From an optimization exercise on the open Yosys and OpenROAD flow, aimed at small area; shortcuts taken in it are not production practice.
Function was checked by simulation only, so behaviour that the tests miss may differ from the original.
In runs 3 to 5 the design's own scripts or RTL, not TritonCTS, make the clock network.
No driver is modelled on the clock port, so clock power and skew are understated where the tree is cut down; a real chip needs a root buffer or a tree.
Power and IR drop assume default switching activity.

==> flow/design.v <==
`timescale 1ns / 1ps
module Adjust(CLK, RST, ButtonMode, ButtonDigit, ButtonValue, Editing, Digit, IncrementDigit);
	input CLK, RST;
	input ButtonMode; 
	input ButtonDigit;
	input ButtonValue;
	output reg Editing;
	output[2:0] Digit;
	output wire IncrementDigit;
	wire ButtonModePressed, ButtonDigitPressed;
	reg[1:0] Sel;
	ButtonHandler B1(.CLK(CLK), .Button(ButtonMode), .Pulse(ButtonModePressed));
	ButtonHandler B2(.CLK(CLK), .Button(ButtonDigit), .Pulse(ButtonDigitPressed));
	ButtonHandler B3(.CLK(CLK), .Button(ButtonValue), .Pulse(IncrementDigit));
	assign Digit = {Sel[1], Sel[0] & ~Sel[1], ~Sel[0]};
	always @ (posedge CLK or posedge RST) begin
		if(RST) begin
			Editing <= 1'b0;
			Sel <= 2'b00;
		end else begin
			if(ButtonModePressed) begin
				Editing <= ~Editing;
				Sel <= 2'b00;
			end
			if(ButtonDigitPressed) begin
				Sel <= {Sel[0] & ~Sel[1], ~Sel[1]};
			end
		end
	end
endmodule
module ButtonHandler(CLK, Button, Pulse);
	input CLK;
	input Button;
	output Pulse;
	reg[9:0] Run;
	wire[9:0] S = Run ^ 10'd661;
	assign Pulse = (S & 10'd759) == 10'd517;
	wire[9:0] N = ~Button ? 10'd362 :
		({S[8:0], S[9] ^ S[2]} & ~({10{Pulse}} & 10'd10));
	always @ (posedge CLK) begin
		Run <= N ^ 10'd661;
	end
endmodule
`timescale 1ns/1ps
module SecondTick(CLK, RST, Pulse, Tick);
	input CLK;
	input RST;
	output Pulse;
	output Tick;
	reg [6:0] A;
	reg [8:0] B;
	wire EndA = (A & 7'd61) == (7'd64 & 7'd61);
	wire EndB = (B[6:0] == 7'd7);
	assign Pulse = EndA;
	assign Tick = EndA & EndB;
	always @ (posedge CLK or posedge RST) begin
		if(RST) begin
			A <= 7'd72;
			B <= 9'd7;
		end else begin
			A <= {A[5:0], A[6] ^ A[5]} ^ ({7{EndA}} & 7'd16);
			B <= {B[7:0], B[8] ^ B[4]} ^ ({9{EndB}} & 9'd128);
		end
	end
endmodule
`timescale 1ns/1ps
module SecondsMinutesDigits(CLK, RST, InTick, EditEnable, Increment, OutTick, MSD, LSD);
	input CLK;
	input RST;
	input InTick;
	input EditEnable;
	input Increment;
	output OutTick;
	output reg[2:0] MSD;
	output reg[3:0] LSD;
	wire Inc = InTick | (EditEnable & Increment);
	wire Pending = LSD[3] & LSD[1];
	wire Nine = LSD[3] & LSD[0];
	wire Five = MSD[2] & MSD[0];
	wire Carry = Inc & Nine;
	assign OutTick = Pending;
	always @ (posedge CLK or posedge RST) begin
		if(RST) begin
			MSD <= 3'd0;
			LSD <= 4'd0;
		end else begin
			LSD[0] <= LSD[0] ^ Inc;
			LSD[1] <= LSD[1] ^ (Inc ? ((LSD[0] & ~LSD[3]) | (Nine & Five)) : Pending);
			LSD[2] <= LSD[2] ^ (Inc & LSD[0] & LSD[1]);
			LSD[3] <= LSD[3] ^ (Inc ? ((LSD[0] & LSD[1] & LSD[2]) | (Nine & ~Five)) : Pending);
			MSD[0] <= MSD[0] ^ Carry;
			MSD[1] <= MSD[1] ^ (Carry & MSD[0] & ~MSD[2]);
			MSD[2] <= MSD[2] ^ (Carry & MSD[0] & (MSD[1] | MSD[2]));
		end
	end
endmodule
`timescale 1ns/1ps
module HoursDigits(CLK, RST, InTick, EditEnable, Increment, MSD, LSD);
	input CLK;
	input RST;
	input InTick;
	input EditEnable;
	input Increment;
	output[1:0] MSD;
	output[3:0] LSD;
	reg[3:0] Code;
	reg Ten;
	wire Inc = InTick | (EditEnable & Increment);
	wire Nine = Code[3] & Code[0] & ~Code[1] & ~Code[2];
	wire Wrap = (Code[3] & Code[2] & Code[0]) | (Nine & ~Ten);
	assign LSD = Code;
	assign MSD = {Code[3] & (Code[2] | Code[1]), Ten};
	always @ (posedge CLK or posedge RST) begin
		if(RST) begin
			Code <= 4'd0;
			Ten <= 1'b0;
		end else if(Inc) begin
			Code <= Wrap ? 4'd0 : Code + 1'b1;
			if(Nine) Ten <= ~Ten;
		end
	end
endmodule
`timescale 1ns/1ps
module SevenSegmentDriver(CLK, RST, Pulse, HourMSD, HourLSD, MinMSD, MinLSD, SecMSD, SecLSD, DigitEnable, DigitValue);
	input CLK;
	input RST;
	input Pulse;
	input[1:0] HourMSD;
	input[2:0] MinMSD, SecMSD;
	input[3:0] HourLSD, MinLSD, SecLSD;
	output[5:0] DigitEnable;
	output[6:0] DigitValue;
	reg[2:0] C;
	always @ (posedge CLK or posedge RST) begin
		if(RST) begin
			C <= 3'b000;
		end else if(Pulse) begin
			C <= {C[1:0], ~C[2]};
		end
	end
	assign DigitEnable[0] = ~C[2] & ~C[0];
	assign DigitEnable[1] =  C[0] & ~C[1];
	assign DigitEnable[2] =  C[1] & ~C[2];
	assign DigitEnable[3] =  C[2] &  C[0];
	assign DigitEnable[4] =  C[1] & ~C[0];
	assign DigitEnable[5] =  C[2] & ~C[1];
	wire[3:0] BCDValue =
		({4{DigitEnable[0]}} & SecLSD) |
		({4{DigitEnable[1]}} & {1'b0, SecMSD}) |
		({4{DigitEnable[2]}} & MinLSD) |
		({4{DigitEnable[3]}} & {1'b0, MinMSD}) |
		({4{DigitEnable[4]}} & HourLSD) |
		({4{DigitEnable[5]}} & {2'b00, HourMSD});
	SevenSegmentROM S1(.Address(BCDValue), .Data(DigitValue));
endmodule
module SevenSegmentROM(Address, Data);
	input[3:0] Address;
	output[6:0] Data;
	wire[3:0] a = Address;
  assign Data[6] = ((~a[3]&a[2]&~a[1]&~a[0]) | (~a[3]&~a[2]&~a[1]&a[0]) | (a[3]&a[1]&a[0]));
  assign Data[5] = ((~a[3]&a[2]&~a[1]&a[0]) | (a[2]&a[1]&~a[0]));
  assign Data[4] = ((~a[3]&~a[2]&a[1]&~a[0]) | (a[3]&a[2]&~a[0]));
  assign Data[3] = ((a[2]&a[1]&a[0]) | (~a[3]&a[2]&~a[1]&~a[0]) | (~a[3]&~a[2]&~a[1]&a[0]) | (a[3]&a[1]&a[0]));
  assign Data[2] = ((a[0]) | (~a[3]&a[2]&~a[1]));
  assign Data[1] = ((~a[3]&~a[2]&a[1]) | (a[3]&a[2]) | (a[1]&a[0]) | (~a[3]&~a[2]&a[0]));
  assign Data[0] = ((a[3]&a[1]) | (a[2]&a[1]&a[0]) | (~a[3]&~a[2]&~a[1]));
endmodule
`timescale 1ns/1ps
module Clock(CLK, RST, ButtonMode, ButtonDigit, ButtonValue, DigitEnable, DigitValue);
	input CLK;
	input RST;
	input ButtonMode, ButtonDigit, ButtonValue;
	output[5:0] DigitEnable;
	output[6:0] DigitValue;
	wire ScanPulse;
	wire SecondTick;
	wire MinuteTick;
	wire HourTick;
	wire[3:0] SecLSD, MinLSD, HourLSD;
	wire[2:0] SecMSD, MinMSD;
	wire[1:0] HourMSD;
	wire[2:0] ActiveDigit;
	wire IncrementDigit;
	wire GlobalPause;
	SecondTick T1(	.CLK(CLK),
					.RST(RST),
					.Pulse(ScanPulse),
					.Tick(SecondTick));
	Adjust A1(	.CLK(CLK),
				.RST(RST),
				.ButtonMode(ButtonMode),
				.ButtonDigit(ButtonDigit),
				.ButtonValue(ButtonValue),
				.Editing(GlobalPause),
				.Digit(ActiveDigit),
				.IncrementDigit(IncrementDigit));
	SecondsMinutesDigits S1(	.CLK(CLK),
								.RST(RST),
								.InTick(SecondTick & ~GlobalPause),
								.EditEnable(ActiveDigit[0] & GlobalPause),
								.Increment(IncrementDigit),
								.OutTick(MinuteTick),
								.MSD(SecMSD),
								.LSD(SecLSD));
	SecondsMinutesDigits S2(	.CLK(CLK),
								.RST(RST),
								.InTick(MinuteTick & ~GlobalPause),
								.EditEnable(ActiveDigit[1] & GlobalPause),
								.Increment(IncrementDigit),
								.OutTick(HourTick),
								.MSD(MinMSD),
								.LSD(MinLSD));
	HoursDigits H1(	.CLK(CLK),
					.RST(RST),
					.InTick(HourTick & ~GlobalPause),
					.EditEnable(ActiveDigit[2] & GlobalPause),
					.Increment(IncrementDigit),
					.MSD(HourMSD),
					.LSD(HourLSD));
	SevenSegmentDriver S3(	.CLK(CLK),
							.RST(RST),
							.Pulse(ScanPulse),
							.HourMSD(HourMSD),
							.HourLSD(HourLSD),
							.MinMSD(MinMSD),
							.MinLSD(MinLSD),
							.SecMSD(SecMSD),
							.SecLSD(SecLSD),
							.DigitEnable(DigitEnable),
							.DigitValue(DigitValue));
endmodule
==> flow/flow/run.sh <==
#!/bin/bash
# Own layout flow, built on the standard flow (standard.sh):
#  1. Synthesis: the standard synthesis script (synth_recipe.tcl, unchanged
#     registers and names) with the ABC mapping script replaced by an area-oriented
#     one (flow/abc_map.script: two rounds of dch + amap, no buffering/upsizing),
#     and without the adder-extraction step (ADDER_MAP_FILE empty).
#     ORFS's scripts are copied to scripts_abc/ and only abc_area.script differs.
#  2. Layout: the standard flow from floorplan on, with port buffers of buf_1
#     (the standard flow picks a larger delay buffer) and a clock tree of clkbuf_4
#     without dummy load cells.
# Each step's full output goes to its own log file here (synth.log, layout.log),
# beside ORFS's own logs under orfs/logs.
set -euo pipefail
W=$PWD
rm -rf "$W/scripts_abc"
cp -r "$FLOW_HOME/scripts" "$W/scripts_abc"
cp "$W/flow/abc_map.script" "$W/scripts_abc/abc_area.script"
bash standard.sh "SCRIPTS_DIR=$W/scripts_abc" "ABC_AREA=1" "ADDER_MAP_FILE=" synth > synth.log 2>&1
bash standard.sh \
  "BUFFER_PORTS_ARGS=-buffer_cell sky130_fd_sc_hd__buf_1" \
  "CTS_ARGS=-repair_clock_nets -dont_use_dummy_load -buf_list sky130_fd_sc_hd__clkbuf_4" \
  finish > layout.log 2>&1
==> flow/flow/abc_map.script <==
strash
dch
amap
strash
dch
amap
topo
==> flow/standard.sh <==
#!/bin/bash
# synth_recipe.tcl (not shown) runs the flow's synth.tcl, then flattens the netlist and writes it again
# the make line also repeats each setting of config.mk as NAME=value (left out here)
make -C /OpenROAD-flow-scripts/flow DESIGN_CONFIG=/design/flow/config.mk WORK_HOME=/design/flow/orfs CLKGATE_MAP_FILE= SYNTH_SCRIPT=/design/flow/synth_recipe.tcl "${@:-finish}"
==> flow/config.mk <==
export PLATFORM = sky130hd
export DESIGN_NAME = Clock
export DESIGN_NICKNAME = Clock
export VERILOG_FILES = /design/flow/design.v
export SDC_FILE = /design/flow/constraint.sdc
export NUM_CORES = 4
export LEC_CHECK = 0
export CAP_MARGIN = 20
export CORE_MARGIN = 2
export CORE_UTILIZATION = 65
export CTS_BUF_LIST = sky130_fd_sc_hd__clkbuf_4
export CTS_CLUSTER_DIAMETER = 60
export CTS_CLUSTER_SIZE = 30
export SLEW_MARGIN = 20
==> flow/constraint.sdc <==
create_clock -name core_clock -period 10.0 [get_ports {CLK}]
set_input_delay 2.0000 -clock core_clock [delete_from_list [all_inputs] [get_ports {CLK}]]
set_output_delay 2.0000 -clock core_clock [all_outputs]
set_load 0.01 [all_outputs]
==> results of run 1 <==
## per-stage QoR
stage | total power, uW | cells | hold WS [ns] | utilization (%)
2_1_floorplan | 310 | 252 | 0.331 | -
3_3_place_gp | 314 | 318 | 0.333 | 71.9
3_5_place_dp | 315 | 318 | 0.337 | 71.9
4_1_cts | 433 | 327 | 0.358 | 73.7
5_1_grt | 449 | 327 | 0.362 | 73.7
6_report | 430 | 327 | 0.358 | 73.7
## critical path, cell delays in order, from the launching register on
cell	delay, ns
sky130_fd_sc_hd__dfrtp_1	0.40
sky130_fd_sc_hd__clkinv_1	0.09
sky130_fd_sc_hd__nor2_1	0.09
sky130_fd_sc_hd__a222oi_1	0.44
sky130_fd_sc_hd__clkinv_1	0.19
sky130_fd_sc_hd__nor2_1	0.16
sky130_fd_sc_hd__nor2_1	0.07
sky130_fd_sc_hd__a21oi_1	0.18
sky130_fd_sc_hd__o21a_1	0.15
sky130_fd_sc_hd__or2_0	0.10
sky130_fd_sc_hd__buf_1	0.15
## kinds of logic (layout without fill, tap and decap cells)
group,after synthesis,count (layout),synth area share [%]
compound gates,58,58,14.8
buf+inv,21,48,3.10
flops,71,71,64.3
simple gates,102,102,17.8
## where the power goes
part	total (uW)	internal [uW]	switching (uW)
clock	121	41.8	79.0
sequential	299	294	4.50
combinational	10.2	3.21	7.02
total	430	339	90.5
## flip-flops by register name (all words and copies together) (netlist names)
name and cells:
A1.B2.Run 10, T1.B 9, H1.Code 4, A1.B1.Run 10, T1.A 7, S1.LSD 4
A1.Sel 2, H1.Ten 1, A1.Editing 1, S1.MSD 3, S3.C 3, S2.LSD 4
A1.B3.Run 10, S2.MSD 3
## routing by layer
metal	wire length (microns)	global-route usage, %
met2	2010	35.9
met3	211	8.11
met5	0	0
met4	56	11.5
met1	2090	31.1
## worst paths after layout
kind	to	slack (ns)	depth (start not counted)
min in group asynchronous	S1.LSD[3]	1.69	3
hold / removal	T1.A[2]	0.36	0
hold reg to reg	T1.A[2]	0.36	0
setup / recovery	DigitValue[3]	5.55	10
setup reg to reg	S1.MSD[1]	7.57	8
max in group asynchronous	S3.C[2]	7.93	3
## cell type report
cell class	instances	area, sq um
Clock buffer	9	67.6
Fill cell	281	976
Inverter	21	78.8
Multi-Input combinational cell	160	830
Sequential cell	71	1630
Tap cell	48	60.1
Timing Repair Buffer	18	71.3
## synthesized netlist by cell type (all sizes together), types with 4 or more instances
cell    number
a21oi       14
a222oi       5
clkinv      21
dfrtp       36
dfstp        5
dfxtp       30
nand2       38
nand3        5
nor2        36
o21a         4
o21ai       15
o22ai        7
or2          6
==> out/results.txt, run 1 <==
The hold violation total from the final report was 0; the final count of pins violating max slew was 0. Counting every instance in the synthesized netlist gives 252. Largest area contributor in the synthesized netlist: sky130_fd_sc_hd__dfrtp_1. After synthesis, the mean cell area works out to 10.1 sq um. Counting flops with a built-in enable in the synthesized netlist gives 0.

The longest clock path from root to sink contains 2 buffers. The worst pin sits at a relative slew slack of 61.8%. Adding up every negative setup slack in the final design gives 0 ns. The synthesized design contains 71 register bits. The tools report the total number of vias as 1819.

Buffers inserted during clock tree synthesis total 9. The count of hold buffers inserted by post-cts repair is 0, and the number of antenna violations at the first check in global routing is 0. The post-synthesis net count is 257, and the setup slack after layout is 5.55 ns. Setup repair after global routing left no endpoint under its margin. The number of rows in the core area is 22.

The fmax is 0.225 GHz. The logs give 0 for the remaining design rule violation count and 4360 microns for the wire length reported by the detailed router. In the final layout, the share of cells above drive strength 1 is 5.38%.

The tools report the via count of the first global-routing pass as 1675. During placement, the flow inserted port buffers numbering 17. In the routed layout, each cell is associated on average with a via count of 5.56. The routed design could run at a clock period as short as 4.45 ns. The number of detailed-route iterations in the first pass is 5.

The total power density per cell area is 157 mW/mm^2. Netlist area before placement: 0.00254 sq mm. For the area of the placeable core, the log shows 0.00372 sq mm. Counting flops with an async set or reset pin after synthesis yields a share of 57.7%.

The first global-routing pass estimated 7560 microns of wire. Buffers added to address setup during post-CTS repair amount to 0. The number of violations reported at the end of detailed-routing iteration 0 was 208; the total inserted antenna cells was 0. The maximum ir drop on the vdd rail is 116 uV, and the clock net sink count is 71. Worst-path maximum fanout: 5. Final critical-path share of the clock period: 44.5%. For the worst-skew pair, the clock arrives at the later sink with an insertion delay of 0.39 ns. For the post-CTS resize count, the log shows 0.

Clock skew on the completed layout was measured at 0.0280 ns. The finished cells cover 0.00274 sq mm. After global routing the overflow that remains totals 0. The tools report the data arrival at the endpoint of the critical path as 2.45 ns.

The initial utilization of the core area, before any placement, comes to 68.4%. After synthesis, the cell types taking the most area are sky130_fd_sc_hd__dfrtp_1 (35%), sky130_fd_sc_hd__dfxtp_1 (24%), sky130_fd_sc_hd__nand2_1 (5.6%), sky130_fd_sc_hd__nor2_1 (5.3%), sky130_fd_sc_hd__dfstp_2 (5.2%). The number of setup violations in the final report was 0; the top-area cell type share of the netlist area was 35.5%. After detailed routing, the average wire length per cell comes to 13.3 microns.

For the pin with the worst max-slew slack, the measured transition is 0.572 ns. The relative area change from synthesis to final layout is 7.83%, and the global routing usage summed across all routing layers is 23.9%. The worst setup path is of the flip-flop to output pin kind. In this run the cell area measured after placement is 0.00267 sq mm. The sort of element at the start of the critical path was a flip-flop.

Once detail routing completed, the nets flagged for antenna violations numbered 0. The net count of the finished layout is 286. In this run the worst setup path begins at S3.C[1].

For the leakage component of the power, the log shows 0.00113 uW. Leaving out fill and tap cells, the most frequent cells in the layout are sky130_fd_sc_hd__nand2_1 (38), sky130_fd_sc_hd__dfrtp_1 (36), sky130_fd_sc_hd__nor2_1 (36). The Yosys step of the flow raised 6 warnings. The kind of end point of the critical path is an output pin.

The run gives 31 as the number of distinct standard cells referenced by the synthesized netlist. The dominant register cell in the synthesized netlist was sky130_fd_sc_hd__dfrtp_1. The library cell used most frequently in the layout, excluding fill and tap cells, is sky130_fd_sc_hd__nand2_1. At the placement stage, the worst setup path has a slack of 6.03 ns. In this run the number of H-tree levels came out at 3. TritonCTS built the clock tree.

Root buffer cell: sky130_fd_sc_hd__clkbuf_4. In this run the most critical hold path is launched from T1.A[1]. The logs give 64.3% for the sequential-to-total area share from yosys stat and 8.00 ns for the data required time of the critical path.

The tools report the die footprint as 0.00443 sq mm. The tightest min-delay check is of the flip-flop to flip-flop type. Entering global routing, the biggest net connects 42 pins.

The number of max-capacitance violations reported is 0, and the height of the die is 66.5 microns. Detailed placement finished with a half-perimeter wire length of 3190 microns. The worst register-to-register path begins at T1.B[2]. The clock edge transition at the registers on the reported setup and hold paths is 0.10 ns, and the horizontal die dimension is 66.5 microns. The flow ran to the end and the layout has no timing, DRC or antenna violations. For the I/O pin count, the log shows 18. At the end of routability-driven placement, the weighted congestion stood at 0.797.
==> inputs of run 2 (changes only) <==
--- a/flow/design.v
+++ b/flow/design.v
@@ -47,24 +47,24 @@
 	input RST;
 	output Pulse;
 	output Tick;
-	reg [6:0] A;
-	reg [8:0] B;
+	reg [6:0] RA;
+	reg [8:0] RB;
+	wire [6:0] A = RA ^ 7'b1010101;
+	wire [8:0] B = RB ^ 9'b101010101;
 	wire EndA = (A & 7'd61) == (7'd64 & 7'd61);
 	wire EndB = (B[6:0] == 7'd7);
 	assign Pulse = EndA;
 	assign Tick = EndA & EndB;
-	always @ (posedge CLK or posedge RST) begin
-		if(RST) begin
-			A <= 7'd72;
-			B <= 9'd7;
-		end else begin
-			A <= {A[5:0], A[6] ^ A[5]} ^ ({7{EndA}} & 7'd16);
-			B <= {B[7:0], B[8] ^ B[4]} ^ ({9{EndB}} & 9'd128);
-		end
+	wire [6:0] NA = RST ? 7'd72 : ({A[5:0], A[6] ^ A[5]} ^ ({7{EndA}} & 7'd16));
+	wire [8:0] NB = RST ? 9'd7 : ({B[7:0], B[8] ^ B[4]} ^ ({9{EndB}} & 9'd128));
+	always @ (posedge CLK) begin
+		RA <= NA ^ 7'b1010101;
+		RB <= NB ^ 9'b101010101;
 	end
 endmodule
 `timescale 1ns/1ps
 module SecondsMinutesDigits(CLK, RST, InTick, EditEnable, Increment, OutTick, MSD, LSD);
+	parameter LSD_ASYNC = 1;
 	input CLK;
 	input RST;
 	input InTick;
@@ -79,19 +79,27 @@
 	wire Five = MSD[2] & MSD[0];
 	wire Carry = Inc & Nine;
 	assign OutTick = Pending;
-	always @ (posedge CLK or posedge RST) begin
-		if(RST) begin
-			MSD <= 3'd0;
-			LSD <= 4'd0;
-		end else begin
-			LSD[0] <= LSD[0] ^ Inc;
-			LSD[1] <= LSD[1] ^ (Inc ? ((LSD[0] & ~LSD[3]) | (Nine & Five)) : Pending);
-			LSD[2] <= LSD[2] ^ (Inc & LSD[0] & LSD[1]);
-			LSD[3] <= LSD[3] ^ (Inc ? ((LSD[0] & LSD[1] & LSD[2]) | (Nine & ~Five)) : Pending);
-			MSD[0] <= MSD[0] ^ Carry;
-			MSD[1] <= MSD[1] ^ (Carry & MSD[0] & ~MSD[2]);
-			MSD[2] <= MSD[2] ^ (Carry & MSD[0] & (MSD[1] | MSD[2]));
-		end
+	wire[3:0] NextLSD = {LSD[3] ^ (Inc ? ((LSD[0] & LSD[1] & LSD[2]) | (Nine & ~Five)) : Pending),
+	                     LSD[2] ^ (Inc & LSD[0] & LSD[1]),
+	                     LSD[1] ^ (Inc ? ((LSD[0] & ~LSD[3]) | (Nine & Five)) : Pending),
+	                     LSD[0] ^ Inc};
+	wire[2:0] NextMSD = {MSD[2] ^ (Carry & MSD[0] & (MSD[1] | MSD[2])),
+	                     MSD[1] ^ (Carry & MSD[0] & ~MSD[2]),
+	                     MSD[0] ^ Carry};
+	generate
+		if(LSD_ASYNC) begin : lsd_async
+			always @ (posedge CLK or posedge RST) begin
+				if(RST) LSD <= 4'd0;
+				else LSD <= NextLSD;
+			end
+		end else begin : lsd_sync
+			always @ (posedge CLK) begin
+				LSD <= RST ? 4'd0 : NextLSD;
+			end
+		end
+	endgenerate
+	always @ (posedge CLK) begin
+		MSD <= RST ? 3'd0 : NextMSD;
 	end
 endmodule
 `timescale 1ns/1ps
@@ -110,7 +118,7 @@
 	wire Wrap = (Code[3] & Code[2] & Code[0]) | (Nine & ~Ten);
 	assign LSD = Code;
 	assign MSD = {Code[3] & (Code[2] | Code[1]), Ten};
-	always @ (posedge CLK or posedge RST) begin
+	always @ (posedge CLK) begin
 		if(RST) begin
 			Code <= 4'd0;
 			Ten <= 1'b0;
@@ -202,7 +210,7 @@
 								.OutTick(MinuteTick),
 								.MSD(SecMSD),
 								.LSD(SecLSD));
-	SecondsMinutesDigits S2(	.CLK(CLK),
+	SecondsMinutesDigits #(.LSD_ASYNC(0)) S2(	.CLK(CLK),
 								.RST(RST),
 								.InTick(MinuteTick & ~GlobalPause),
 								.EditEnable(ActiveDigit[1] & GlobalPause),
==> run 2 against run 1 <==
  * Still clean on timing, DRC and antenna
  * Utilization down 0.91 points
  * Global-route usage down 0.22 points
  * Via count up 4.6%
  * Final cell count up 6.7%
==> out/results.txt, run 2 <==
Entering global routing, the biggest net connects 24 pins. The number of vias per cell is 5.45. The tools report the remaining design rule violation count as 0.

The tools report the root buffer cell as sky130_fd_sc_hd__clkbuf_4. The signal on the critical path passes through clkinv_1 -> nor2_1 -> a222oi_1 -> clkinv_1 -> nor2_1 -> nor2_1 -> a21oi_1 -> o21a_1 -> or2_0 -> buf_1. The number of max-capacitance violations reported is 0, and the number of flops mapped to enable cells by yosys is 0. In the final timing run, aggregate negative setup slack is 0 ns.

Share of cells above drive strength 1: 2.99%. Synthesis inferred 71 register bits. The library cell used most frequently in the layout, excluding fill and tap cells, is sky130_fd_sc_hd__dfxtp_1.

Master of the slowest instance on the critical path: sky130_fd_sc_hd__a222oi_1. Area of the placeable core: 0.00363 sq mm. The relative area change from synthesis to final layout came out at 7.80%. The number of antenna diodes in the final layout is 0. The proportion of register bits with asynchronous set or reset after synthesis came out at 14.1%.

The logs give 0.00245 sq mm for the netlist area before placement and 52.5% for the tightest slew margin relative to the limit. The final worst clock skew came out at 0.0258 ns. Kind of end point of the critical path: an output pin. Sorting the synthesized cells by how often they occur yields sky130_fd_sc_hd__dfxtp_1 (61), sky130_fd_sc_hd__nand2_1 (45), sky130_fd_sc_hd__nor2_1 (44). Power spread over the standard cell area amounts to 206 mW/mm^2.

Buffers placed on the I/O ports in this run total 17. After synthesis, the largest area contributor takes up 49.7% of total cell area. Data on the critical path arrives at its endpoint at 2.46 ns. The logs give 59.9% for the sequential-to-total area share from yosys stat and 2 for the maximum buffer depth of the clock tree. In the final layout, the multi-input gates occupy 886 sq um.

The class of the most critical hold timing path was flip-flop to flip-flop. The routed layout has 1903 vias. The time the worst path needs with I/O delays and setup is 4.46 ns, and the starting density of the core is 67.6%. The first global-routing pass estimated 7510 microns of wire.

For the final RePlAce weighted congestion, the log shows 0.836. In the post-synthesis netlist, the cell with the most instances is sky130_fd_sc_hd__dfxtp_1. Fill cells in the final layout number 300. Counting every instance in the synthesized netlist gives 275.

Gates resized during post-CTS repair numbered 0. Global routing consumed, over all layers together, 23.7% of the routing resources. The number of antenna violations at the first check in global routing came out at 0. TritonCTS built the clock tree. The sort of element at the start of the critical path was a flip-flop. In this run, distinct cell masters in the synthesized netlist total 29.

The data required time of the critical path is 8.00 ns, and the post-synthesis area per instance is 8.93 sq um. The first detailed-routing pass ran for 4 iterations. Largest area contributor in the synthesized netlist: sky130_fd_sc_hd__dfxtp_1. The run gives 0.40 ns as the clock insertion delay at the later pin of the skew report.

The floorplan has 22 rows. The critical path starts at S3.C[1]. Critical hold path startpoint: A1.B1.Run[8]. The run gives 308 as the net count of the finished layout.

Cell repeated most along the worst path: sky130_fd_sc_hd__nor2_1. The clock edge transition at the registers on the reported setup and hold paths is 0.09 ns, and the clock net sink count is 71. The flow ran to the end and the layout has no timing, DRC or antenna violations. In this run, CTS created clock tree buffers numbering 9.

Dividing the final minimum period by the clock period gives 44.6%. The I/O pin count came out at 18. The total buffers and inverters traversed by the critical path is 3, and the fmax is 0.224 GHz. Final count of pins violating max slew: 0. The hold violation total from the final report is 0, and the post-CTS repair timing setup buffer count is 0. Number of nets still failing antenna checks after routing: 0. The via count of the first global-routing pass was 1740.

Setup violations remaining at the end of the flow were counted as 0. Among cell families on the critical path, the largest total delay comes from compound AO/OA/AOI/OAI gates. During synthesis, Yosys emitted a total of 7 warnings. When the netlist entered floorplanning its net count stood at 280.

Global routing finished with a remaining overflow of 0. The highest cell delay on the worst timing path was 0.51 ns; the worst-path maximum fanout was 5. For this design the static power due to leakage is 0.00104 uW.

The height of the die came out at 65.5 microns. Setup repair after global routing left no endpoint under its margin. The routed wirelength normalized by instance count was 12.0 microns.

Hold repair after CTS inserted 0 buffers. In the synthesized netlist the dominant register cell turns out to be sky130_fd_sc_hd__dfxtp_1. The critical path is of the flip-flop to output pin type.

The CTS H-tree depth is 3. For this block, the initial DRC count from the detailed router was 187. Summing all flip-flop and latch instances after layout gives 0.00147 sq mm. The routed design has 4190 microns of wire. Measured along the x axis, the die boundary spans 65.5 microns. Total power for the finished layout comes to 545 uW.

The largest registers in the layout are A1.B1.Run (10), A1.B2.Run (10), A1.B3.Run (10). The die covers 0.00428 sq mm. For the pin with the worst max-slew slack, the measured transition is 0.708 ns. The maximum ir drop on the vdd rail was 115 uV; the estimated wirelength of the detail-placed design was 3090 microns. In the post-synthesis netlist, the biggest area contributors are sky130_fd_sc_hd__dfxtp_1 (50%), sky130_fd_sc_hd__dfrtp_1 (10%), sky130_fd_sc_hd__nand2_1 (6.9%), sky130_fd_sc_hd__nor2_1 (6.7%), sky130_fd_sc_hd__clkinv_1 (4.0%). In the layout the commonest cells are sky130_fd_sc_hd__dfxtp_1 (61), sky130_fd_sc_hd__nand2_1 (45), sky130_fd_sc_hd__nor2_1 (44). The launch instance of the worst register-to-register path was A1.B3.Run[9].
==> run 2: cell types whose count changed after synthesis, moves of 5 or more <==
cell                       change
sky130_fd_sc_hd__dfxtp_1      +31
sky130_fd_sc_hd__clkinv_1      +5
sky130_fd_sc_hd__nor3_1        +6
sky130_fd_sc_hd__dfrtp_1      -26
sky130_fd_sc_hd__nor2_1        +8
sky130_fd_sc_hd__dfstp_2       -5
sky130_fd_sc_hd__nand2_1       +7
==> run 2: logic make-up after synthesis <==
family	Yosys count	synth area share [%]
DFF	71	59.9
and+or+nand+nor	118	20.5
AOI/OAI and AO/OA	60	15.6
buffers and inverters	26	3.98
==> run 2: area by class of cell <==
class / instances / share of cell area, %
clock buffers: 9 / 2.55
inverters: 26 / 3.69
multi-input cells: 178 / 33.5
flip-flops and latches: 71 / 55.6
well taps: 48 / 2.27
repair buffers: 17 / 2.41
==> run 2: power by group <==
group	internal [uW]	switching (uW)
registers	306	16.4
logic	34.4	67.1
clock network	41.8	78.6
total	383	162
==> run 2: metal layers <==
layer | part of all wire (%) | vias up | global-route usage [%]
met5 | 0 | - | 0
met4 | 0.95 | 0 | 11.2
met3 | 5.8 | 6 | 8.22
met2 | 44 | 45 | 36.5
met1 | 50 | 852 | 29.8
li1 | - | 1000 | -
==> run 2: worst register-to-register path, cell delays in order, from the launching register on <==
cell	delay (ns)
sky130_fd_sc_hd__dfxtp_1	0.31
sky130_fd_sc_hd__clkinv_1	0.05
sky130_fd_sc_hd__nand2_1	0.06
sky130_fd_sc_hd__nor4_1	0.45
sky130_fd_sc_hd__nand2_1	0.17
sky130_fd_sc_hd__o32ai_1	0.23
sky130_fd_sc_hd__nand2_1	0.18
sky130_fd_sc_hd__nor2_1	0.16
sky130_fd_sc_hd__nand2_1	0.10
sky130_fd_sc_hd__nor2_1	0.13
sky130_fd_sc_hd__and2_0	0.17
sky130_fd_sc_hd__a21oi_1	0.05
sky130_fd_sc_hd__nor2_1	0.08
==> run 2: path summary, 6_finish.rpt <==
kind / to / cells past startpoint / slack, ns
max: DigitValue[3] / 10 / 5.54
min: A1.B1.Run[9] / 1 / 0.38
max reg2reg: S1.MSD[2] / 12 / 7.76
min reg2reg: A1.B1.Run[9] / 1 / 0.38
max in group asynchronous: S3.C[2] / 2 / 7.71
min in group asynchronous: S1.LSD[3] / 2 / 1.93
==> run 2: stage by stage <==
step	instances	cell area [sq um]	hold slack, ns	setup slack (ns)	util, %
2_1_floorplan	275	2450	0.350	6.14	-
3_3_place_gp	340	2580	0.354	6.07	71.0
3_5_place_dp	340	2580	0.356	5.99	71.0
4_1_cts	349	2650	0.386	5.55	72.8
5_1_grt	349	2650	0.394	5.31	72.8
6_report	349	2650	0.381	5.54	72.8
==> inputs of run 3 (changes only) <==
==> flow/flow/run.sh (replaced) <==
#!/bin/bash
# Own layout flow, built on the standard flow (standard.sh):
#  1. Synthesis: the standard synthesis script (synth_recipe.tcl, unchanged
#     registers and names) with the ABC mapping script replaced by an area-oriented
#     one (flow/abc_map.script: two rounds of dch + amap, no buffering/upsizing),
#     and without the adder-extraction step (ADDER_MAP_FILE empty).
#  2. Layout: the standard flow from floorplan on, with port buffers of buf_1
#     (the standard flow picks a larger delay buffer) and, in place of TritonCTS,
#     a balanced one-level clock tree (flow/manual_cts.tcl): the registers are
#     split by position into four equal groups, each driven by one clkbuf_8 that
#     the clock port drives. The rest of ORFS's CTS step (placement legalisation,
#     timing repair) runs unchanged.
# ORFS's scripts are copied to scripts_mod/; only abc_area.script and the
# clock_tree_synthesis line of cts.tcl differ. Each step's full output goes to
# its own log file here (synth.log, layout.log), beside ORFS's logs in orfs/logs.
set -euo pipefail
W=$PWD
S=$W/scripts_mod
rm -rf "$S"
cp -r "$FLOW_HOME/scripts" "$S"
cp "$W/flow/abc_map.script" "$S/abc_area.script"
cp "$W/flow/manual_cts.tcl" "$S/manual_cts.tcl"
grep -q '^log_cmd clock_tree_synthesis {\*}\$cts_args$' "$S/cts.tcl"
sed -i 's|^log_cmd clock_tree_synthesis {\*}\$cts_args$|source $::env(SCRIPTS_DIR)/manual_cts.tcl\nmanual_clock_tree CLK sky130_fd_sc_hd__clkbuf_8 4\nset_propagated_clock [all_clocks]|' "$S/cts.tcl"
bash standard.sh "SCRIPTS_DIR=$S" "ABC_AREA=1" "ADDER_MAP_FILE=" synth > synth.log 2>&1
bash standard.sh "SCRIPTS_DIR=$S" \
  "BUFFER_PORTS_ARGS=-buffer_cell sky130_fd_sc_hd__buf_1" \
  finish > layout.log 2>&1
==> flow/flow/manual_cts.tcl (new file) <==
# Manual clock tree: the clock net's register sinks are split into N groups by
# position (halves by x, then by y), and each group is driven by one buffer that
# the clock port drives directly. Every register sees one buffer of the same
# type, with loads balanced across the groups.
proc mct_split { its axis } {
  set keyed {}
  foreach it $its {
    set loc [[$it getInst] getLocation]
    lappend keyed [list [lindex $loc $axis] $it]
  }
  set keyed [lsort -integer -index 0 $keyed]
  set n [llength $keyed]
  set h [expr {$n / 2}]
  set a {}; set b {}
  for {set i 0} {$i < $n} {incr i} {
    if {$i < $h} { lappend a [lindex $keyed $i 1] } else { lappend b [lindex $keyed $i 1] }
  }
  return [list $a $b]
}
proc manual_clock_tree { clk_port buf_cell ngroups } {
  set block [ord::get_db_block]
  set clk_net [[$block findBTerm $clk_port] getNet]
  set sinks {}
  foreach it [$clk_net getITerms] { lappend sinks $it }
  set groups [list $sinks]
  set axis 0
  while {[llength $groups] < $ngroups} {
    set ng {}
    foreach g $groups { foreach s [mct_split $g $axis] { lappend ng $s } }
    set groups $ng
    set axis [expr {1 - $axis}]
  }
  set master [[ord::get_db] findMaster $buf_cell]
  set k 0
  foreach g $groups {
    set inst [odb::dbInst_create $block $master "clkbuf_manual_$k"]
    set net [odb::dbNet_create $block "clknet_manual_$k"]
    $net setSigType CLOCK
    set sx 0; set sy 0
    foreach it $g {
      set loc [[$it getInst] getLocation]
      incr sx [lindex $loc 0]; incr sy [lindex $loc 1]
      $it disconnect
      $it connect $net
    }
    set n [llength $g]
    $inst setLocation [expr {$sx / $n}] [expr {$sy / $n}]
    $inst setPlacementStatus PLACED
    [$inst findITerm A] connect $clk_net
    [$inst findITerm X] connect $net
    puts "manual clock tree: $buf_cell clkbuf_manual_$k drives $n sinks"
    incr k
  }
}
==> run 3 against run 2 <==
  * Combinational power is essentially flat
  * Critical path type unchanged
  * Highest routed layer unchanged
  * Synthesized cell count did not move
  * Clock power shrank 17%
  * Via count shrank 1.1%
  * Utilization down 0.34 points
  * Worst hold slack gained 0.0015 ns
  * Critical path depth stayed put
  * Worst setup slack improved by 0.22 ns
  * Sequential cell count unchanged
==> out/results.txt, run 3 <==
The worst-case reg-to-reg path depth is 12, and the maximum ir drop on the vdd rail is 143 uV. The post-CTS repair timing setup buffer count was 0. The first detailed-routing pass ran for 5 iterations. The worst pin sits at a relative slew slack of 52.1%. For this run, the register share of the synthesized area comes to 59.9%.

Master of the slowest instance on the critical path: sky130_fd_sc_hd__a222oi_1. The height of the die was 65.5 microns; the data arrival at the endpoint of the critical path was 2.23 ns. For the number of rows in the core area, the log shows 22. The netlist area before placement is 0.00245 sq mm, and the time the worst path needs with I/O delays and setup is 4.24 ns. The run gives 0.0137 ns as the final worst clock skew. The class of the most critical hold timing path is flip-flop to flip-flop.

In this run the standard cell core region covers 0.00363 sq mm. The largest area contributor in the synthesized netlist was sky130_fd_sc_hd__dfxtp_1. Of the post-synthesis cell area, the dominant cell type holds 49.7%. After the first detailed-routing iteration, the DRC count stood at 128. The number of antenna diodes in the final layout is 0. The placed instances occupy a cell area of 0.00258 sq mm. The tools report the die footprint as 0.00428 sq mm. For the number of warnings reported in the yosys synthesis log, the log shows 7.

In the post-synthesis netlist, the biggest area contributors are sky130_fd_sc_hd__dfxtp_1 (50%), sky130_fd_sc_hd__dfrtp_1 (10%), sky130_fd_sc_hd__nand2_1 (6.9%), sky130_fd_sc_hd__nor2_1 (6.7%), sky130_fd_sc_hd__clkinv_1 (4.0%). The slew at the pin with the worst max-slew slack works out to 0.714 ns. The relative area change from synthesis to final layout works out to 7.29%. The number of different library cells used by synthesis comes to 29. In this run, synthesis produced a sequential element count of 71.

Max-cap violations in this run came to 0. The number of port buffers was 17. The cell count of the worst hold path is 1, and the first-pass GRT wire length is 7270 microns. The share of cells above drive strength 1 came out at 1.35%.

The hold violation total from the final report was 0; the final critical-path share of the clock period was 42.4%. The largest registers in the layout are A1.B1.Run (10), A1.B2.Run (10), A1.B3.Run (10). The wire-length estimate of the detail-placed layout is 3090 microns. The leakage component of the power is 0.00103 uW, and the post-synthesis area per instance is 8.93 sq um.

For this design the ratio of total power to cell area is 199 mW/mm^2. Setup violations remaining at the end of the flow were counted as 0. The total number of vias is 1882. The tools report the starting density of the core as 67.6%. The dominant register cell in the synthesized netlist was sky130_fd_sc_hd__dfxtp_1. Walking the worst path, the cells encountered are clkinv_1 -> nor2_1 -> a222oi_1 -> clkinv_1 -> nor2_1 -> nor2_1 -> a21oi_1 -> o21a_1 -> or2_0 -> buf_1. The proportion of register bits with asynchronous set or reset after synthesis came out at 14.1%. The clock reaches the later pin of the worst-skew pair after 0.16 ns. Summed over all layers, the routed wires come to 4080 microns. The tools report the number of nets still failing antenna checks after routing as 0. In the routed layout, each cell is associated on average with a via count of 5.47. The run gives 0 as the post-CTS resize count. The flow ran to the end and the layout has no timing, DRC or antenna violations. Counting flops with a built-in enable in the synthesized netlist gives 0. STA classifies the critical path startpoint as a flip-flop.

Most common library cell in the layout ignoring fill and taps: sky130_fd_sc_hd__dfxtp_1. Entering global routing, the biggest net connects 24 pins. Overall overflow remaining after global route: 0. The cell repeated most along the worst path was sky130_fd_sc_hd__nor2_1. The number of antenna violations at the first check in global routing is 0.

Synthesis produced a netlist with a net count of 280. 18 I/O pins were placed. The tools report the final cell area excluding filler cells as 0.00263 sq mm. The tools report the net count of the finished layout as 303. Counting instances in the post-synthesis netlist gives the leading cell types as sky130_fd_sc_hd__dfxtp_1 (61), sky130_fd_sc_hd__nand2_1 (45), sky130_fd_sc_hd__nor2_1 (44).

The final count of pins violating max slew came out at 0. Global routing used 20.7% of the available tracks across all layers. After detailed routing, the number of remaining DRC violations is 0.

In this run the horizontal extent of the chip is 65.5 microns. For this run, the slowest stage of the critical path takes 0.50 ns. The data required time of the critical path is 8.00 ns, and the count of hold buffers inserted by post-cts repair is 0. For the via count of the first global-routing pass, the log shows 1709. The routed wirelength normalized by instance count came out at 11.9 microns. In the layout the commonest cells are sky130_fd_sc_hd__dfxtp_1 (61), sky130_fd_sc_hd__nand2_1 (45), sky130_fd_sc_hd__nor2_1 (44).

The layout filler cell count came out at 301. The run gives 0.236 GHz as the fmax. After clock tree synthesis, the clock-pin slew on the worst setup and hold paths is 0.10 ns. Yosys instantiated no cell more often than sky130_fd_sc_hd__dfxtp_1. The congestion estimate from routability-driven global placement came to 0.836.

Setup repair after global routing left no endpoint under its margin. Along the worst path, the maximum fanout reaches 5. Adding up every negative setup slack in the final design gives 0 ns. The setup path with the least slack is of type flip-flop to output pin. STA classifies the critical path endpoint as an output pin.

The run gives 275 as the count of mapped cells out of synthesis.
-- run 3: cell count changes in the layout (fill, tap and decap cells not counted), sizes merged --
cell / previous run / this run
clkbuf: 9 / 4
-- run 3: layout make-up --
type,count,area [sq um],share of cell area (%)
tap,48,60.1,2.28
buffer,4,55.1,2.09
sequential,71,1470,55.9
multi-input combinational,178,886,33.6
timing repair buffer,17,63.8,2.42
inverter,26,97.6,3.71
-- run 3: worst paths after layout --
path                                       to  slack [ns]         start
worst min register to register   A1.B2.Run[8]        0.38  A1.B2.Run[7]
worst min-delay path             A1.B2.Run[8]        0.38  A1.B2.Run[7]
worst max register to register      S1.MSD[2]        7.79  A1.B3.Run[0]
worst max-delay path            DigitValue[3]        5.77       S3.C[1]
max in group asynchronous           A1.Sel[1]        7.48           RST
min in group asynchronous             S3.C[1]        2.16           RST
-- run 3: kinds of logic (layout without fill, tap and decap cells) --
logic type,after synthesis,after routing,synth area share [%]
compound gates,60,60,15.6
buf+inv,26,47,3.98
flops,71,71,59.9
simple gates,118,118,20.5
-- run 3: worst max-delay path: cells and delay by family, from the launching register on --
kind | cells | cell delay, ns
flops | 1 | 0.41
buf+inv | 3 | 0.40
compound gates | 3 | 0.82
simple gates | 4 | 0.43
-- run 3: power breakdown --
group | total, uW | leakage (uW) | internal [uW] | switching [uW]
clock network | 100 | 0.0000288 | 37.1 | 63.4
registers | 323 | 0.000635 | 306 | 16.4
logic | 101 | 0.000363 | 34.4 | 66.9
total | 525 | 0.00103 | 378 | 147
-- run 3: through the flow --
step / hold WS [ns] / util [%] / instances / total power, uW / worst slack [ns]
after CTS: 0.386 / 72.5 / 344 / 529 / 5.78
after global routing: 0.397 / 72.5 / 344 / 558 / 5.55
after global placement: 0.354 / 71.0 / 340 / 428 / 6.07
after floorplan: 0.350 / - / 275 / 397 / 6.14
final: 0.382 / 72.5 / 344 / 525 / 5.77
after detailed placement: 0.356 / 71.0 / 340 / 430 / 5.99
-- run 3: per-layer routing --
metal | routed length [microns] | global-route usage [%]
met1 | 1960 | 28.9
met2 | 1920 | 37.0
met3 | 165 | 0.856
met4 | 37 | 2.34
met5 | 0 | 0
==> inputs of run 4 (changes only) <==
--- a/flow/design.v
+++ b/flow/design.v
@@ -33,12 +33,12 @@
 	input Button;
 	output Pulse;
 	reg[9:0] Run;
-	wire[9:0] S = Run ^ 10'd661;
-	assign Pulse = (S & 10'd759) == 10'd517;
-	wire[9:0] N = ~Button ? 10'd362 :
-		({S[8:0], S[9] ^ S[2]} & ~({10{Pulse}} & 10'd10));
-	always @ (posedge CLK) begin
-		Run <= N ^ 10'd661;
+	wire[9:0] S = Run ^ 10'd341;
+	assign Pulse = (S & 10'd319) == 10'd5;
+	wire[9:0] N = ~Button ? 10'd297 :
+		({S[8:0], S[9] ^ S[6]} & ~({10{Pulse}} & 10'd10));
+	always @ (posedge CLK) begin
+		Run <= N ^ 10'd341;
 	end
 endmodule
 `timescale 1ns/1ps
==> run 4 against run 3 <==
  * Critical path depth unchanged
  * Routed wire length increased by 14%
  * Clock skew decreased by 0.0012 ns
  * Register-to-register slack got worse by 0.60 ns
  * Worst hold slack got worse by 0.0018 ns
  * Worst setup slack improved by 0.036 ns
  * First-iteration DRC count increased by 7.0%
  * Critical path type unchanged
  * Power increased by 5.4%
  * Via count increased by 1.8%
  * Sequential share of layout area increased by 0.16 points
  * Synthesized cell count decreased by 1.5%
  * Maximum frequency increased by 0.86%
==> out/results.txt, run 4 <==
The via count of the first global-routing pass was 1790. The post-CTS resize count came out at 0. The count of buffers added on input and output ports is 17.

The first global-routing pass estimated 7730 microns of wire. The final critical-path share of the clock period is 42.0%. In this run the horizontal extent of the chip is 65.4 microns. Based on the critical path, the design can be clocked at up to 0.238 GHz. The cell with the most instances after synthesis is sky130_fd_sc_hd__dfxtp_1. STA puts the critical path data required time at 8.00 ns. Number of vias per cell: 5.64. For this run, the share of the core covered by cells in the final layout is 72.3%. For the number of detailed-route iterations in the first pass, the log shows 6. VDD sags by at most 148 uV.

The layout filler cell count is 298, and the overall overflow remaining after global route is 0. The clock reaches the later pin of the worst-skew pair after 0.16 ns. The tools report the count of hold buffers inserted by post-cts repair as 0. Measured along the y axis, the die boundary spans 65.4 microns. Dominant register cell in the synthesized netlist: sky130_fd_sc_hd__dfxtp_1. The setup path with the least slack is of type flip-flop to output pin. For this run, design rule violations remaining after detail routing come to 0. The run gives 60.1% as the sequential-to-total area share from yosys stat. In this run the mean area of a mapped cell was 9.03 sq um. Clock-pin slew was measured on the worst setup and hold paths at 0.11 ns.

Cells with a size suffix above 1 make up 1.37% of the layout. The core region is 0.00363 sq mm. The commonest cells after synthesis are sky130_fd_sc_hd__dfxtp_1 (61), sky130_fd_sc_hd__nor2_1 (54), sky130_fd_sc_hd__nand2_1 (32). 0 antenna diodes ended up in the layout.

The relative area change from synthesis to final layout was 7.31%. Kind of end point of the critical path: an output pin. Setup violations remaining at the end of the flow were counted as 0.

The pin count of the biggest net entering global routing was 21. In the final design database the tool counted 299 nets. The setup slack of the most critical reg-to-reg path was 7.19 ns; the number of distinct standard cells referenced by the synthesized netlist was 26.

Global routing usage summed across all routing layers: 22.2%. The tools report the number of antenna violations at the first check in global routing as 0. For this configuration, the core starts out at a cell density of 67.4%. Largest area contributor in the synthesized netlist: sky130_fd_sc_hd__dfxtp_1.

The final worst clock skew was 0.0125 ns; the data arrival at the endpoint of the critical path was 2.20 ns. The congestion estimate from routability-driven global placement came to 0.805. The share of synthesized area in the top cell type comes to 49.9%. Counting every instance in the synthesized netlist gives 271. The routed layout has 1916 vias. Including well taps, the total number of placed cells is 336. Once the clock tree was built, the setup fixing pass inserted 0 buffers.

Leaving out fill and tap cells, the most frequent cells in the layout are sky130_fd_sc_hd__dfxtp_1 (61), sky130_fd_sc_hd__nor2_1 (54), sky130_fd_sc_hd__nand2_1 (32). Leaving out fill and tap cells, the most frequent cell in the layout is sky130_fd_sc_hd__dfxtp_1. The flow ran to the end and the layout has no timing, DRC or antenna violations. Of all nets on the critical path, the largest fanout is 5. After synthesis the netlist holds a flip-flop and latch count of 71. At the pin with the least slew margin, the transition time is 0.819 ns. In the final routed layout, each cell accounts on average for 13.7 microns. Proportion of register bits with asynchronous set or reset after synthesis: 14.1%. For the final routed database, the setup TNS stands at 0 ns. By area the synthesized netlist is led by sky130_fd_sc_hd__dfxtp_1 (50%), sky130_fd_sc_hd__dfrtp_1 (10%), sky130_fd_sc_hd__nor2_1 (8.3%), sky130_fd_sc_hd__nand2_1 (4.9%), sky130_fd_sc_hd__clkinv_1 (4.3%). STA classifies the critical path startpoint as a flip-flop. For the post-synthesis net count, the log shows 276.

In the final layout, the registers with the most flip-flops are A1.B1.Run (10), A1.B2.Run (10), A1.B3.Run (10). The die covers 0.00427 sq mm. The total power density per cell area is 211 mW/mm^2, and the I/O pin count is 18. Summed over all layers, the routed wires come to 4650 microns.

Setup repair after global routing left no endpoint under its margin. Once layout is complete, the cells apart from fillers number 340. The number of max-capacitance violations reported was 0; the number of warnings reported in the yosys synthesis log was 7. The estimated wirelength of the detail-placed design was 3350 microns. Number of flops mapped to enable cells by yosys: 0. The tools report the number of nets still failing antenna checks after routing as 0.

The final count of pins violating max slew is 0. The logs give 137 for the number of violations reported at the end of detailed-routing iteration 0 and 45.4% for the tightest slew margin relative to the limit. The netlist area before placement was 0.00245 sq mm. Leakage component of the power: 0.00101 uW. In this run the core area contains 22 standard-cell rows. The hold violation total from the final report came out at 0. The worst hold path belongs to the class flip-flop to flip-flop. The clock period could shrink to 4.20 ns.
-- run 4: final cells by class --
cell class	count	area [sq um]	area share, %
Sequential cell	71	1470	56.0
Multi-Input combinational cell	172	871	33.2
Inverter	28	105	4.00
Timing Repair Buffer	17	63.8	2.43
Tap cell	48	60.1	2.29
Buffer	4	55.1	2.10
-- run 4: where the power goes --
part	total, uW	internal, uW	switching, uW	leakage, uW
registers	332	310	21.8	0.000633
logic	118	40.1	77.5	0.000346
clock network	104	37.2	66.6	0.0000288
total	553	387	166	0.00101
-- run 4: per-layer routing --
metal	track usage, %	vias up	share of wire (%)
li1	-	980	-
met1	29.7	901	47
met2	40.3	30	49
met3	1.03	5	2.3
met4	4.17	0	1.4
met5	0	-	0
-- run 4: worst max-delay path, stage by stage (launching register included) --
cell                       delay [ns]
sky130_fd_sc_hd__dfrtp_1         0.41
sky130_fd_sc_hd__clkinv_1        0.09
sky130_fd_sc_hd__nor2_1          0.10
sky130_fd_sc_hd__a222oi_1        0.50
sky130_fd_sc_hd__clkinv_1        0.16
sky130_fd_sc_hd__nor2_1          0.15
sky130_fd_sc_hd__nor2_1          0.07
sky130_fd_sc_hd__a21oi_1         0.15
sky130_fd_sc_hd__o21a_1          0.15
sky130_fd_sc_hd__or2_0           0.11
sky130_fd_sc_hd__buf_1           0.15
-- run 4: logic make-up after synthesis --
kind of cell    Yosys count  share of synthesized area, %
flops                    71                          60.1
buf+inv                  28                          4.29
compound gates           56                          15.0
simple gates            116                          20.6
-- run 4: final timing paths --
path,start,endpoint,depth (start not counted)
max,S3.C[1],DigitValue[3],10
min,T1.RB[7],T1.RB[8],1
max reg2reg,A1.B3.Run[1],S1.MSD[1],8
min reg2reg,T1.RB[7],T1.RB[8],1
max in group asynchronous,RST,A1.Sel[0],2
min in group asynchronous,RST,S1.LSD[2],2
-- run 4: metrics by stage --
stage / hold WS [ns] / setup WS (ns) / instance area, sq um / total power [uW]
6_report: 0.380 / 5.80 / 2630 / 553
5_1_grt: 0.394 / 5.53 / 2630 / 584
4_1_cts: 0.378 / 5.81 / 2630 / 553
3_5_place_dp: 0.363 / 6.01 / 2570 / 454
3_3_place_gp: 0.355 / 6.10 / 2570 / 452
2_1_floorplan: 0.352 / 6.20 / 2450 / 414
==> inputs of run 5 (changes only) <==
--- a/flow/design.v
+++ b/flow/design.v
@@ -51,12 +51,12 @@
 	reg [8:0] RB;
 	wire [6:0] A = RA ^ 7'b1010101;
 	wire [8:0] B = RB ^ 9'b101010101;
-	wire EndA = (A & 7'd61) == (7'd64 & 7'd61);
-	wire EndB = (B[6:0] == 7'd7);
+	wire EndA = (A & 7'd111) == (7'd116 & 7'd111);
+	wire EndB = (B & 9'd493) == (9'd433 & 9'd493);
 	assign Pulse = EndA;
 	assign Tick = EndA & EndB;
-	wire [6:0] NA = RST ? 7'd72 : ({A[5:0], A[6] ^ A[5]} ^ ({7{EndA}} & 7'd16));
-	wire [8:0] NB = RST ? 9'd7 : ({B[7:0], B[8] ^ B[4]} ^ ({9{EndB}} & 9'd128));
+	wire [6:0] NA = RST ? 7'd52 : ({A[5:0], A[6] ^ A[2]} ^ ({7{EndA}} & 7'd1));
+	wire [8:0] NB = RST ? 9'd433 : ({B[7:0], B[8] ^ B[3]} ^ ({9{EndB}} & 9'd16));
 	always @ (posedge CLK) begin
 		RA <= NA ^ 7'b1010101;
 		RB <= NB ^ 9'b101010101;
==> run 5 against run 4 <==
  * Power decreased by 5.0%
  * Sequential share of layout area rose by 0.40 points
  * Sequential cell count is the same
  * Worst hold slack gained 0.0045 ns
  * Utilization fell by 0.52 points
  * Synthesized cell count fell by 1.8%
  * Worst setup slack improved by 0.0063 ns
  * Largest power group unchanged
  * Maximum frequency is 0.15% higher
  * Clock power about the same
  * Final cell count is 1.2% lower
  * Area after synthesis is 1.1% lower
==> out/results.txt, run 5 <==
The number of warnings reported in the yosys synthesis log was 7. The class of the most critical hold timing path is flip-flop to flip-flop. Count of mapped cells out of synthesis: 266. The number of setup buffers added after CTS is 0. Proportion of register bits with asynchronous set or reset after synthesis: 14.1%. The worst setup path startpoint was S3.C[1]. The largest area contributor in the synthesized netlist was sky130_fd_sc_hd__dfxtp_1.

In this run, post-CTS hold repair placed 0 buffers. The number of antenna diodes in the final layout is 0. The later pin in the worst-skew pair is clocked with a latency of 0.16 ns. In the layout the commonest cells are sky130_fd_sc_hd__dfxtp_1 (61), sky130_fd_sc_hd__nor2_1 (53), sky130_fd_sc_hd__nand2_1 (37). The filler-free cell count of the finished design is 336.

The share of cells above drive strength 1 is 1.74%. Max-cap violations in this run came to 0. The final count of pins violating max slew came out at 0. STA classifies the critical path startpoint as a flip-flop. The pin count of the biggest net entering global routing was 22; the die footprint was 0.00423 sq mm. Yosys mapped a number of flops with a built-in enable equal to 0. The cell count of the worst hold path works out to 1. The cell with the most instances after synthesis is sky130_fd_sc_hd__dfxtp_1. For the I/O pin count, the log shows 18.

The netlist area before placement was 0.00242 sq mm; the net count of the finished layout was 295. Launch instance of the worst register-to-register path: A1.B3.Run[3]. The number of detailed-route iterations in the first pass was 4. Derived from the worst setup path, the maximum achievable clock frequency is 0.239 GHz. Type of the setup path with the least slack: flip-flop to output pin. For the sequential-to-total area share from yosys stat, the log shows 60.8%.

Leaving out fill and tap cells, the most frequent cell in the layout is sky130_fd_sc_hd__dfxtp_1. For this run, design rule violations remaining after detail routing come to 0. The total chip power was 525 uW. In this run the vertical extent of the chip is 65.0 microns.

The register bit total from synthesis came out at 71. Power spread over the standard cell area amounts to 202 mW/mm^2. After the first detailed-routing iteration, the DRC count stood at 116.

The clock edge transition at the registers on the reported setup and hold paths was 0.10 ns; the placed cell count was 332. For the final database, setup skew stands at 0.0120 ns. In this run the horizontal extent of the chip is 65.0 microns.

For the hold violation total from the final report, the log shows 0. Summed over all cells, the static leakage comes to 0.00103 uW. Setup repair after global routing left no endpoint under its margin.

In the final routed layout, each cell accounts on average for 12.5 microns. The worst setup path is captured at an output pin. The number of antenna violations at the first check in global routing is 0, and the core occupancy in the finished layout is 71.8%.

The dominant register cell in the synthesized netlist was sky130_fd_sc_hd__dfxtp_1. For the pin with the worst max-slew slack, the measured transition is 0.746 ns. After floorplanning, the core was sized to cover 0.00363 sq mm. Data arrives at the worst endpoint at 2.19 ns. The number of setup violations in the final report is 0.

The overall overflow remaining after global route was 0; the top-area cell type share of the netlist area was 50.4%. The number of vias per cell is 5.41. In the post-synthesis netlist, the biggest area contributors are sky130_fd_sc_hd__dfxtp_1 (50%), sky130_fd_sc_hd__dfrtp_1 (10%), sky130_fd_sc_hd__nor2_1 (8.2%), sky130_fd_sc_hd__nand2_1 (5.7%), sky130_fd_sc_hd__clkinv_1 (3.3%). Worst-case reg-to-reg path depth: 11. Averaged over all synthesized cells, the footprint is 9.10 sq um. The run finished with no timing, DRC or antenna violations. The logs give 1642 for the via count of the first global-routing pass and 3160 microns for the estimated wirelength of the detail-placed design. For the total number of vias, the log shows 1817. Fill cells in the final layout number 288. In the final timing run, aggregate negative setup slack is 0 ns. The worst-path maximum fanout came out at 5. The number of port buffers was 17. The critical hold path startpoint is A1.B1.Run[7]. The final critical path takes up 41.9% of the cycle. Once the floorplan was initialized, standard cells occupied 66.6% of the core. The first global-routing pass estimated 7060 microns of wire. In the final layout, the registers with the most flip-flops are A1.B1.Run (10), A1.B2.Run (10), A1.B3.Run (10). For this run, the total global-route usage over all layers was measured as 20.3%. Headroom to the max-slew limit came out at 50.2%. The maximum ir drop on the vdd rail is 156 uV. By count the netlist is led by sky130_fd_sc_hd__dfxtp_1 (61), sky130_fd_sc_hd__nor2_1 (53), sky130_fd_sc_hd__nand2_1 (37).

The relative area change from synthesis to final layout was 7.70%; the number of distinct standard cells referenced by the synthesized netlist was 27. At the end of routability-driven placement, the weighted congestion stood at 0.757. The run gives 22 as the number of rows in the core area. The time the worst path needs with I/O delays and setup came out at 4.19 ns. The run gives 0 as the post-CTS resize count. Once detail routing completed, the nets flagged for antenna violations numbered 0. The logs give 4190 microns for the wire length reported by the detailed router and 8.00 ns for the data required time of the critical path. For the post-synthesis net count, the log shows 271.
==> run 5: cell count changes in the layout (fill, tap and decap cells not counted), moves of 2 or more <==
cell	change
sky130_fd_sc_hd__nand3_1	+2
sky130_fd_sc_hd__o32ai_1	-2
sky130_fd_sc_hd__and3_1	-3
sky130_fd_sc_hd__clkinv_1	-7
sky130_fd_sc_hd__nand4b_1	-2
sky130_fd_sc_hd__o21ai_0	+3
sky130_fd_sc_hd__nand4_1	-2
sky130_fd_sc_hd__o22ai_1	+3
sky130_fd_sc_hd__o211a_1	+2
sky130_fd_sc_hd__nand2_1	+5
sky130_fd_sc_hd__a21oi_1	-7
==> run 5: final timing paths <==
kind	end	slack [ns]
worst max-delay path	DigitValue[3]	5.81
worst min-delay path	A1.B1.Run[8]	0.38
worst max register to register	S1.MSD[2]	7.62
worst min register to register	A1.B1.Run[8]	0.38
max in group asynchronous	S1.LSD[1]	7.51
min in group asynchronous	S3.C[2]	2.17
==> run 5: cell families after synthesis <==
group	count (synthesis)	synth area share, %
and+or+nand+nor	119	20.8
DFF	71	60.8
AOI/OAI and AO/OA	55	15.1
buffers and inverters	21	3.26
==> run 5: final cells by class <==
cell class | instances | area [sq um] | area share (%)
flip-flops and latches | 71 | 1470 | 56.4
multi-input cells | 174 | 871 | 33.4
inverters | 21 | 78.8 | 3.02
repair buffers | 18 | 71.3 | 2.74
well taps | 48 | 60.1 | 2.30
plain buffers | 4 | 55.1 | 2.11
==> run 5: through the flow <==
step	setup slack, ns	instance area (sq um)	hold slack (ns)
2_1_floorplan	6.15	2420	0.343
3_3_place_gp	6.06	2550	0.345
3_5_place_dp	6.02	2550	0.353
4_1_cts	5.82	2610	0.385
5_1_grt	5.57	2610	0.397
6_report	5.81	2610	0.385
==> run 5: worst max-delay path, cell delays in order (launching register included) <==
cell and delay (ns):
sky130_fd_sc_hd__dfrtp_1 0.41, sky130_fd_sc_hd__clkinv_1 0.09, sky130_fd_sc_hd__nor2_1 0.09, sky130_fd_sc_hd__a222oi_1 0.50, sky130_fd_sc_hd__clkinv_1 0.17, sky130_fd_sc_hd__nor2_1 0.17, sky130_fd_sc_hd__nor2_1 0.07, sky130_fd_sc_hd__a21oi_1 0.14
sky130_fd_sc_hd__o21a_1 0.14, sky130_fd_sc_hd__or2_0 0.11, sky130_fd_sc_hd__buf_1 0.15
==> run 5: power breakdown <==
group,internal [uW],switching (uW)
combinational,33.4,65.6
clock,37.1,63.9
sequential,307,18.2
==> run 5: per-layer routing <==
metal  global-route usage [%]  part of all wire, %  vias up  wire, microns
met2                     35.4                   46       25           1930
met5                        0                    0        -              0
met4                     3.39                  1.6        0             68
met1                     28.6                   50      822           2090
met3                     1.22                  2.4        6            102
li1                         -                    -      964              -

what the ideal ports hide:
How much do the figures lean on ideal ports? The routed layouts below were timed once more, with nothing changed but the port constraints. Step 1 sets driving cells, clkbuf_16 on the clock port and buf_2 on the other inputs (assumed; they add their load-dependent delay and slew). Step 2 times the ports against the registers' clock, not the clock port: input delays grow and output delays shrink by t, the midpoint of the rising clock arrivals with the driver on. Slacks: no drivers / after step 1 / after step 2; pairs: no drivers / after step 1.
run | t, ns | setup WS [ns] | hold slack, ns | worst register clock-pin slew, ns
run 1 | 0.405 | 5.553 / 5.528 / 5.933 | 0.358 / 0.358 / 0.358 | 0.10 / 0.10
run 2 | 0.410 | 5.545 / 5.521 / 5.931 | 0.381 / 0.381 / 0.381 | 0.10 / 0.10
run 3 | 0.201 | 5.765 / 5.716 / 5.917 | 0.382 / 0.382 / 0.382 | 0.10 / 0.10
run 4 | 0.210 | 5.801 / 5.748 / 5.958 | 0.380 / 0.380 / 0.380 | 0.11 / 0.11
run 5 | 0.208 | 5.808 / 5.753 / 5.961 | 0.385 / 0.385 / 0.385 | 0.10 / 0.10
After both steps setup and hold are still met in every run listed.
